Background: an optimization exercise with open tools, aiming at small area, a short achievable clock period and few clock cycles per item. Do not read the settings as production practice. Function was checked by simulation only, so behaviour that the tests miss may differ from the original.

==> 03-20: inputs <==
==> flow/design.v <==
module subleq_status(
	input [7:0] da,
	input [7:0] db,
	output [7:0] r,
	output le0        
	);
wire [8:0] d = { da[7], da } - { db[7], db };
assign le0 = d[8] | (da == db);
assign r = (d[8] ^ d[7]) ? { d[8], {7{~d[8]}} } : d[7:0];
endmodule
module subleq_ram(
	input clk,
	input [39:0] ba,         
	output [63:0] bq,        
	input [7:0] wa,
	input [7:0] wd,
	input we
	);
genvar k, w;
generate
	for (k = 0; k < 8; k = k + 1) begin : bank
		wire [4:0] a = ba[5*k +: 5];
		wire [255:0] cells;
		for (w = 0; w < 32; w = w + 1) begin : word
			reg [7:0] q;
			always @ (posedge clk) begin
				if (we && (wa == {w[4:0], k[2:0]}))
					q <= wd;
			end
			assign cells[8*w +: 8] = q;
		end
		reg [7:0] acc;
		integer i;
		always @ (*) begin
			acc = 8'd0;
			for (i = 0; i < 32; i = i + 1)
				acc = acc | (cells[8*i +: 8] & {8{a == i}});
		end
		assign bq[8*k +: 8] = acc;
	end
endgenerate
endmodule
module led_io(
	input clk,
	input rst_n,
	input [7:0] wa,
	input [7:0] wd,
	input we,
	input hw_en,
	input [2:0] hw_sel,    
	input [7:0] hw_d,
	output [2:0] led  
	);
reg red;
reg green;
reg blue;
wire hw_ff = (hw_d == 8'hff);
wire w_ff = (wd == 8'hff);
always @ (posedge clk or negedge rst_n) begin
	if (~rst_n)
		red <= 1'b0;
	else if (hw_en & hw_sel[0])
		red <= hw_ff;
	else if (we && (wa == 8'hfd))
		red <= w_ff;
end
always @ (posedge clk or negedge rst_n) begin
	if (~rst_n)
		green <= 1'b0;
	else if (hw_en & hw_sel[1])
		green <= hw_ff;
	else if (we && (wa == 8'hfe))
		green <= w_ff;
end
always @ (posedge clk or negedge rst_n) begin
	if (~rst_n)
		blue <= 1'b0;
	else if (hw_en & hw_sel[2])
		blue <= hw_ff;
	else if (we && (wa == 8'hff))
		blue <= w_ff;
end
assign led = { ~red, ~blue, ~green };
endmodule
module subleq_regs_exec(
	input clk,
	input rst_n,
	output reg [39:0] ba,
	input [63:0] bq,
	output reg [7:0] wa,
	output reg [7:0] wd,
	output reg we,
	output hw_en,
	output [2:0] hw_sel,
	output [7:0] da,
	output [7:0] db,
	input [7:0] r,
	input le0,
	input [7:0] write_adr_dat,
	input cpu_start,
	input write_address_set,
	input write_data_en,
	input read_start_set,
	input read_end_set,
	input read_stop,
	input start_trush,
	input start_step,
	input quit_cmd,
	input flushing_wq,
	output reg cpust_start,
	output [55:0] cpust_snd,
	output reg rdata_snd_start,
	output [23:0] rdata_snd,
	output reg trush_running
	);
localparam S_IDLE  = 3'd0;
localparam S_PREP  = 3'd1;
localparam S_FA    = 3'd2;
localparam S_FB    = 3'd3;
localparam S_DPREP = 3'd4;
localparam S_DF    = 3'd5;
localparam S_DWAIT = 3'd6;
reg [2:0] st;
reg running;
reg tp;             
reg sec;            
reg [7:0] pc;
reg [7:0] Ar, Br, Cr;       
reg [7:0] tpc, tB, tC;      
reg [7:0] dar, dbr;
reg dx;                     
reg [7:0] dend;
function [4:0] bank_word;   
input [7:0] p;
input [2:0] k;
begin
	bank_word = p[7:3] + { 4'd0, (k < p[2:0]) };
end
endfunction
function [7:0] sel8;
input [63:0] d;
input [2:0] s;
begin
	case (s)
		3'd0 : sel8 = d[7:0];
		3'd1 : sel8 = d[15:8];
		3'd2 : sel8 = d[23:16];
		3'd3 : sel8 = d[31:24];
		3'd4 : sel8 = d[39:32];
		3'd5 : sel8 = d[47:40];
		3'd6 : sel8 = d[55:48];
		default : sel8 = d[63:56];
	endcase
end
endfunction
wire [63:0] fq;
genvar k;
generate
	for (k = 0; k < 8; k = k + 1) begin : fwd
		wire hit = we & (wa[2:0] == k) & (wa[7:3] == ba[5*k +: 5]);
		assign fq[8*k +: 8] = hit ? wd : bq[8*k +: 8];
	end
endgenerate
wire [2:0] rot = (st == S_DF) ? wa[2:0] : pc[2:0];
wire [7:0] fA = sel8(fq, rot);
wire [7:0] fB = sel8(fq, rot + 3'd1);
wire [7:0] fC = sel8(fq, rot + 3'd2);
wire conflict = (Ar[2:0] == Br[2:0]) & (Ar[7:3] != Br[7:3]);
reg [7:0] ohA, ohB;
reg [7:0] rdA, rdB;
integer m;
always @ (*) begin
	rdA = { 8{sec} } & dar;
	rdB = 8'd0;
	for (m = 0; m < 8; m = m + 1) begin
		rdA = rdA | ({ 8{ohA[m]} } & bq[8*m +: 8]);
		rdB = rdB | ({ 8{ohB[m]} } & bq[8*m +: 8]);
	end
end
assign da = rdA;
assign db = rdB;
wire [7:0] pc3 = pc + 8'd3;
wire [7:0] npc = le0 ? Cr : pc3;
wire in_fb = (st == S_FB);
wire go = ~tp | (flushing_wq & ~quit_cmd);
wire first = in_fb & conflict & ~sec & go;
wire commit = in_fb & (~conflict | sec) & go;
wire abort = tp & quit_cmd & running;
wire cont = running & ~quit_cmd;
always @ (posedge clk or negedge rst_n) begin
	if (~rst_n)
		st <= S_IDLE;
	else case (st)
		S_IDLE :
			if (cpu_start | start_step)
				st <= S_PREP;
			else if (read_end_set)
				st <= S_DPREP;
		S_PREP :
			st <= abort ? S_IDLE : S_FA;
		S_FA :
			st <= abort ? S_IDLE : S_FB;
		S_FB :
			if (abort)
				st <= S_IDLE;
			else if (commit)
				st <= cont ? S_FA : S_IDLE;
		S_DPREP :
			st <= S_DF;
		S_DF :
			st <= S_DWAIT;
		S_DWAIT :
			if (read_stop)
				st <= S_IDLE;
			else if (flushing_wq)
				st <= (dnext >= { 1'b0, dend }) ? S_IDLE : S_DPREP;
		default :
			st <= S_IDLE;
	endcase
end
always @ (posedge clk or negedge rst_n) begin
	if (~rst_n)
		sec <= 1'b0;
	else
		sec <= first;
end
always @ (posedge clk or negedge rst_n) begin
	if (~rst_n)
		running <= 1'b0;
	else if (quit_cmd)
		running <= 1'b0;
	else if (cpu_start)
		running <= 1'b1;
end
always @ (posedge clk or negedge rst_n) begin
	if (~rst_n)
		tp <= 1'b0;
	else if (commit)
		tp <= 1'b1;
	else if (flushing_wq)
		tp <= 1'b0;
end
always @ (posedge clk or negedge rst_n) begin
	if (~rst_n) begin
		cpust_start <= 1'b0;
		rdata_snd_start <= 1'b0;
	end else begin
		cpust_start <= commit;
		rdata_snd_start <= (st == S_DF);
	end
end
always @ (posedge clk or negedge rst_n) begin
	if (~rst_n)
		pc <= 8'd0;
	else if (start_trush)
		pc <= 8'd0;
	else if (cpu_start)
		pc <= write_adr_dat;
	else if (commit)
		pc <= npc;
end
wire [7:0] src = (st == S_DPREP) ? wa : pc;
integer j;
always @ (posedge clk) begin
	for (j = 0; j < 8; j = j + 1) begin
		if ((st == S_PREP) | (st == S_DPREP))
			ba[5*j +: 5] <= bank_word(src, j);
		else if ((st == S_FA) | (st == S_DF))
			ba[5*j +: 5] <= (fA[2:0] == j) ? fA[7:3] : fB[7:3];
		else if (first) begin
			if (Br[2:0] == j)
				ba[5*j +: 5] <= Br[7:3];
		end else if (commit)
			ba[5*j +: 5] <= le0 ? bank_word(Cr, j) : bank_word(pc3, j);
	end
end
always @ (posedge clk) begin
	if ((st == S_FA) | (st == S_DF)) begin
		ohA <= 8'd1 << fA[2:0];
		ohB <= 8'd1 << fB[2:0];
	end else if (first)
		ohA <= 8'd0;
end
always @ (posedge clk) begin
	if ((st == S_FA) | (st == S_DF)) begin
		Ar <= fA;
		Br <= fB;
		Cr <= fC;
	end
end
always @ (posedge clk) begin
	if (commit) begin
		tpc <= pc;
		tB <= Br;
		tC <= Cr;
		dbr <= db;
	end
end
always @ (posedge clk) begin
	if (first | commit)
		dar <= da;
end
always @ (posedge clk or negedge rst_n) begin
	if (~rst_n) begin
		we <= 1'b0;
		trush_running <= 1'b0;
	end else begin
		we <= commit | write_data_en | start_trush | (trush_running & (wa != 8'hff));
		if (start_trush)
			trush_running <= 1'b1;
		else if (wa == 8'hff)
			trush_running <= 1'b0;
	end
end
wire [8:0] dnext = { dx, wa } + 9'd3;
always @ (posedge clk) begin
	if (commit)
		wa <= Ar;
	else if (start_trush)
		wa <= 8'd0;
	else if (write_address_set | read_start_set)
		wa <= write_adr_dat;
	else if ((st == S_DWAIT) & flushing_wq)
		wa <= dnext[7:0];
	else if (we & ~tp)
		wa <= wa + 8'd1;
end
always @ (posedge clk) begin
	if (commit)
		wd <= r;
	else if (start_trush)
		wd <= 8'd0;
	else if (write_data_en)
		wd <= write_adr_dat;
end
always @ (posedge clk) begin
	if (read_start_set)
		dx <= 1'b0;
	else if ((st == S_DWAIT) & flushing_wq)
		dx <= dnext[8];
end
always @ (posedge clk) begin
	if (read_end_set)
		dend <= write_adr_dat;
end
assign hw_en = write_data_en;
assign hw_sel[0] = we ? (wa == 8'hfc) : (wa == 8'hfd);
assign hw_sel[1] = we ? (wa == 8'hfd) : (wa == 8'hfe);
assign hw_sel[2] = we ? (wa == 8'hfe) : (wa == 8'hff);
assign cpust_snd = { tpc, wa, tB, tC, dar, dbr, wd };
assign rdata_snd = { Ar, Br, Cr };
endmodule
module subleq_core(
	input clk,
	input rst_n,
	input [7:0] write_adr_dat,
	input cpu_start,
	input write_address_set,
	input write_data_en,
	input read_start_set,
	input read_end_set,
	input read_stop,
	input start_trush,
	input start_step,
	input quit_cmd,
	input flushing_wq,
	output cpust_start,
	output [55:0] cpust_snd,
	output rdata_snd_start,
	output [23:0] rdata_snd,
	output trush_running,
	output [2:0] led
	);
wire [39:0] ba;
wire [63:0] bq;
wire [7:0] wa;
wire [7:0] wd;
wire we;
wire hw_en;
wire [2:0] hw_sel;
wire [7:0] da, db, r;
wire le0;
led_io led_io (
	.clk(clk),
	.rst_n(rst_n),
	.wa(wa),
	.wd(wd),
	.we(we),
	.hw_en(hw_en),
	.hw_sel(hw_sel),
	.hw_d(write_adr_dat),
	.led(led)
	);
subleq_ram subleq_ram (
	.clk(clk),
	.ba(ba),
	.bq(bq),
	.wa(wa),
	.wd(wd),
	.we(we)
	);
subleq_status subleq_status (
	.da(da),
	.db(db),
	.r(r),
	.le0(le0)
	);
subleq_regs_exec subleq_regs_exec (
	.clk(clk),
	.rst_n(rst_n),
	.ba(ba),
	.bq(bq),
	.wa(wa),
	.wd(wd),
	.we(we),
	.hw_en(hw_en),
	.hw_sel(hw_sel),
	.da(da),
	.db(db),
	.r(r),
	.le0(le0),
	.write_adr_dat(write_adr_dat),
	.cpu_start(cpu_start),
	.write_address_set(write_address_set),
	.write_data_en(write_data_en),
	.read_start_set(read_start_set),
	.read_end_set(read_end_set),
	.read_stop(read_stop),
	.start_trush(start_trush),
	.start_step(start_step),
	.quit_cmd(quit_cmd),
	.flushing_wq(flushing_wq),
	.cpust_start(cpust_start),
	.cpust_snd(cpust_snd),
	.rdata_snd_start(rdata_snd_start),
	.rdata_snd(rdata_snd),
	.trush_running(trush_running)
	);
endmodule
==> flow/run.sh <==
#!/bin/bash
# synth_recipe.tcl (not shown) runs the flow's synth.tcl, then flattens the netlist and writes it again
# the make line also repeats each setting of config.mk as NAME=value (left out here)
make -C /OpenROAD-flow-scripts/flow DESIGN_CONFIG=/design/flow/config.mk WORK_HOME=/design/flow/orfs CLKGATE_MAP_FILE= SYNTH_SCRIPT=/design/flow/synth_recipe.tcl finish
==> flow/config.mk <==
export PLATFORM = sky130hd
export DESIGN_NAME = subleq_core
export DESIGN_NICKNAME = subleq_core
export VERILOG_FILES = /design/flow/design.v
export SDC_FILE = /design/flow/constraint.sdc
export NUM_CORES = 4
export LEC_CHECK = 0
export CAP_MARGIN = 20
export CORE_MARGIN = 2
export CORE_UTILIZATION = 45
export SETUP_SLACK_MARGIN = 5
export SLEW_MARGIN = 20
==> flow/constraint.sdc <==
create_clock -name core_clock -period 10.0 [get_ports {clk}]
set_input_delay 2.0000 -clock core_clock [delete_from_list [all_inputs] [get_ports {clk}]]
set_output_delay 2.0000 -clock core_clock [all_outputs]
set_load 0.01 [all_outputs]
==> 05-27: changes against 03-20 <==
--- a/flow/design.v
+++ b/flow/design.v
@@ -166,19 +166,9 @@
 wire [7:0] fB = sel8(fq, rot + 3'd1);
 wire [7:0] fC = sel8(fq, rot + 3'd2);
 wire conflict = (Ar[2:0] == Br[2:0]) & (Ar[7:3] != Br[7:3]);
-reg [7:0] ohA, ohB;
-reg [7:0] rdA, rdB;
-integer m;
-always @ (*) begin
-	rdA = { 8{sec} } & dar;
-	rdB = 8'd0;
-	for (m = 0; m < 8; m = m + 1) begin
-		rdA = rdA | ({ 8{ohA[m]} } & bq[8*m +: 8]);
-		rdB = rdB | ({ 8{ohB[m]} } & bq[8*m +: 8]);
-	end
-end
-assign da = rdA;
-assign db = rdB;
+wire [7:0] rdA = sel8(fq, Ar[2:0]);
+assign da = sec ? dar : rdA;
+assign db = sel8(fq, Br[2:0]);
 wire [7:0] pc3 = pc + 8'd3;
 wire [7:0] npc = le0 ? Cr : pc3;
 wire in_fb = (st == S_FB);
@@ -276,13 +266,6 @@
 end
 always @ (posedge clk) begin
 	if ((st == S_FA) | (st == S_DF)) begin
-		ohA <= 8'd1 << fA[2:0];
-		ohB <= 8'd1 << fB[2:0];
-	end else if (first)
-		ohA <= 8'd0;
-end
-always @ (posedge clk) begin
-	if ((st == S_FA) | (st == S_DF)) begin
 		Ar <= fA;
 		Br <= fB;
 		Cr <= fC;
--- a/flow/config.mk
+++ b/flow/config.mk
@@ -7,6 +7,6 @@
 export LEC_CHECK = 0
 export CAP_MARGIN = 20
 export CORE_MARGIN = 2
-export CORE_UTILIZATION = 45
-export SETUP_SLACK_MARGIN = 5
+export CORE_UTILIZATION = 40
+export SETUP_SLACK_MARGIN = 4
 export SLEW_MARGIN = 20
==> 07-15: changes against 03-20 <==
==> flow/design.v, changed modules only <==
module subleq_status(
	input [7:0] da,
	input [7:0] db,
	output [7:0] r,
	output le0        
	);
wire [8:0] d = { da[7], da } - { db[7], db };
assign r = (d[8] ^ d[7]) ? { d[8], {7{~d[8]}} } : d[7:0];
wire [7:0] ua = { ~da[7], da[6:0] };
wire [7:0] ub = { ~db[7], db[6:0] };
reg lt, eq;
integer i;
always @ (*) begin
	lt = 1'b0;
	eq = 1'b1;
	for (i = 7; i >= 0; i = i - 1) begin
		lt = lt | (eq & ~ua[i] & ub[i]);
		eq = eq & ~(ua[i] ^ ub[i]);
	end
end
assign le0 = lt | eq;
endmodule
==> 05-28: changes against 03-20 <==
==> flow/design.v, changed modules only <==
module subleq_status(
	input [7:0] da,
	input [7:0] db,
	output [7:0] r,
	output le0        
	);
wire [8:0] d = { da[7], da } - { db[7], db };
assign r = (d[8] ^ d[7]) ? { d[8], {7{~d[8]}} } : d[7:0];
wire [7:0] ua = { ~da[7], da[6:0] };
wire [7:0] ub = { ~db[7], db[6:0] };
reg lt, eq;
integer i;
always @ (*) begin
	lt = 1'b0;
	eq = 1'b1;
	for (i = 7; i >= 0; i = i - 1) begin
		lt = lt | (eq & ~ua[i] & ub[i]);
		eq = eq & ~(ua[i] ^ ub[i]);
	end
end
assign le0 = lt | eq;
endmodule
==> flow/config.mk (replaced) <==
export PLATFORM = sky130hd
export DESIGN_NAME = subleq_core
export DESIGN_NICKNAME = subleq_core
export VERILOG_FILES = /design/flow/design.v
export SDC_FILE = /design/flow/constraint.sdc
export NUM_CORES = 4
export LEC_CHECK = 0
export CAP_MARGIN = 40
export CORE_MARGIN = 2
export CORE_UTILIZATION = 60
export CTS_CLUSTER_DIAMETER = 60
export CTS_CLUSTER_SIZE = 20
export SETUP_SLACK_MARGIN = 5
export SLEW_MARGIN = 40
==> summary.txt <==
| metric | 07-15 | 05-28 | 05-27 | 03-20 |
|---|---|---|---|---|
| Status | finished clean | finished clean | finished clean | finished with violations |
| Violated checks | - | - | - | capacitance limit, slew limit |
| Synthesized netlist net count | 7,144 | 7,144 | 7,130 | 7,268 |
| Distinct cell type count after synthesis | 108 | 108 | 106 | 104 |
| Wire length of the first global-routing pass | 569 mm | 532 mm | 515 mm | 565 mm |
| Die area | 221,000 µm² | 166,000 µm² | 243,000 µm² | 222,000 µm² |
| Share of flip-flops with an asynchronous set or reset | 0.00949 | 0.00949 | 0.00955 | 0.00949 |
| GR Layer Usage met3 | 0.0797 | 0.156 | 0.0710 | 0.0901 |
| Post-placement setup slack | 1.69 ns | 2.77 ns | 2.15 ns | 2.43 ns |
| Most prevalent standard cell on the critical path | sky130_fd_sc_hd__buf_6 | - | - | sky130_fd_sc_hd__buf_4 |
| Clock Network Area Fraction | 0.0651 | 0.0471 | 0.0671 | 0.0637 |
| Total count of max-transition violations in the final report | 0 | 0 | 0 | 9 |
| Area growth from synthesis to layout | 20.0% | 15.7% | 16.6% | 18.3% |
| Non-clock buffer share of cell area | 0.0683 | 0.0614 | 0.0449 | 0.0621 |
| Final instance count without filler cells | 10,600 | 9,677 | 10,700 | 10,600 |
| Number of global-route vias before repair | 68,400 | 68,200 | 64,700 | 68,400 |
| Clock slew seen by the registers of the worst setup and hold paths | 0.06 ns | 0.08 ns | 0.06 ns | 0.07 ns |
| Adder-cell area share of the yosys netlist | 0.00877 | 0.00877 | 0.00896 | 0.00874 |
| Reg-to-reg critical path startpoint | subleq_regs_exec.ba[9] | subleq_regs_exec.ba[24] | subleq_regs_exec.ba[21] | subleq_regs_exec.ba[28] |
| Worst Slack Setup Final | 4.39 ns | 4.37 ns | 3.98 ns | 4.12 ns |
| Average wire length per cell after detail routing | 39.5 µm | 39.9 µm | 35.0 µm | 38.7 µm |
| Utilization after layout | 0.542 | 0.697 | 0.469 | 0.535 |
| Number of antenna violations at the first check in global routing | 32 | 16 | 18 | 16 |
| Worst reg-to-reg path cell count | 24 | 24 | 21 | 24 |
Testbench counts of 03-20, summed over its fixed seeds: cycles 49,696, instrs 24,000.
Testbench counts of 05-27, summed over its fixed seeds: cycles 49,696, instrs 24,000.
Testbench counts of 07-15, summed over its fixed seeds: cycles 49,696, instrs 24,000.
Testbench counts of 05-28, summed over its fixed seeds: cycles 49,696, instrs 24,000.

==> separate check: timing with driven ports <==
The flow's constraints put no driver on any port. The routed layouts listed below were extracted and timed again, unchanged, in two steps. Step 1, drivers: a clkbuf_16 drives clk and a buf_2 each remaining input, both assumed. Step 2, shift: input delay + t, output delay - t, t = (earliest + latest rising clock arrival at the registers) / 2. This alone moves slack from input paths to output paths. Three values: ideal ports, drivers, drivers and shift; two values: the first two.
| run | t, ns | slack for setup (ns) | worst hold slack (ns) | worst setup path after step 2 | latest minus earliest clock arrival (ns) |
|---|---|---|---|---|---|
| 03-20 | 0.998 | 4.120 / 4.120 / 4.120 | 0.552 / 0.552 / 0.552 | register to register | 0.060 / 0.060 |
| 05-27 | 0.990 | 3.976 / 3.976 / 3.702 | 0.527 / 0.527 / 0.527 | input to register | 0.120 / 0.120 |
| 07-15 | 0.992 | 4.385 / 4.385 / 3.889 | 0.507 / 0.507 / 0.507 | input to register | 0.070 / 0.069 |
| 05-28 | 0.942 | 4.365 / 4.365 / 4.076 | 0.538 / 0.538 / 0.538 | input to register | 0.034 / 0.034 |
For 07-15, which loses most, drivers alone change the setup slack by 0.000 ns; drivers and shift together by -0.496 ns.
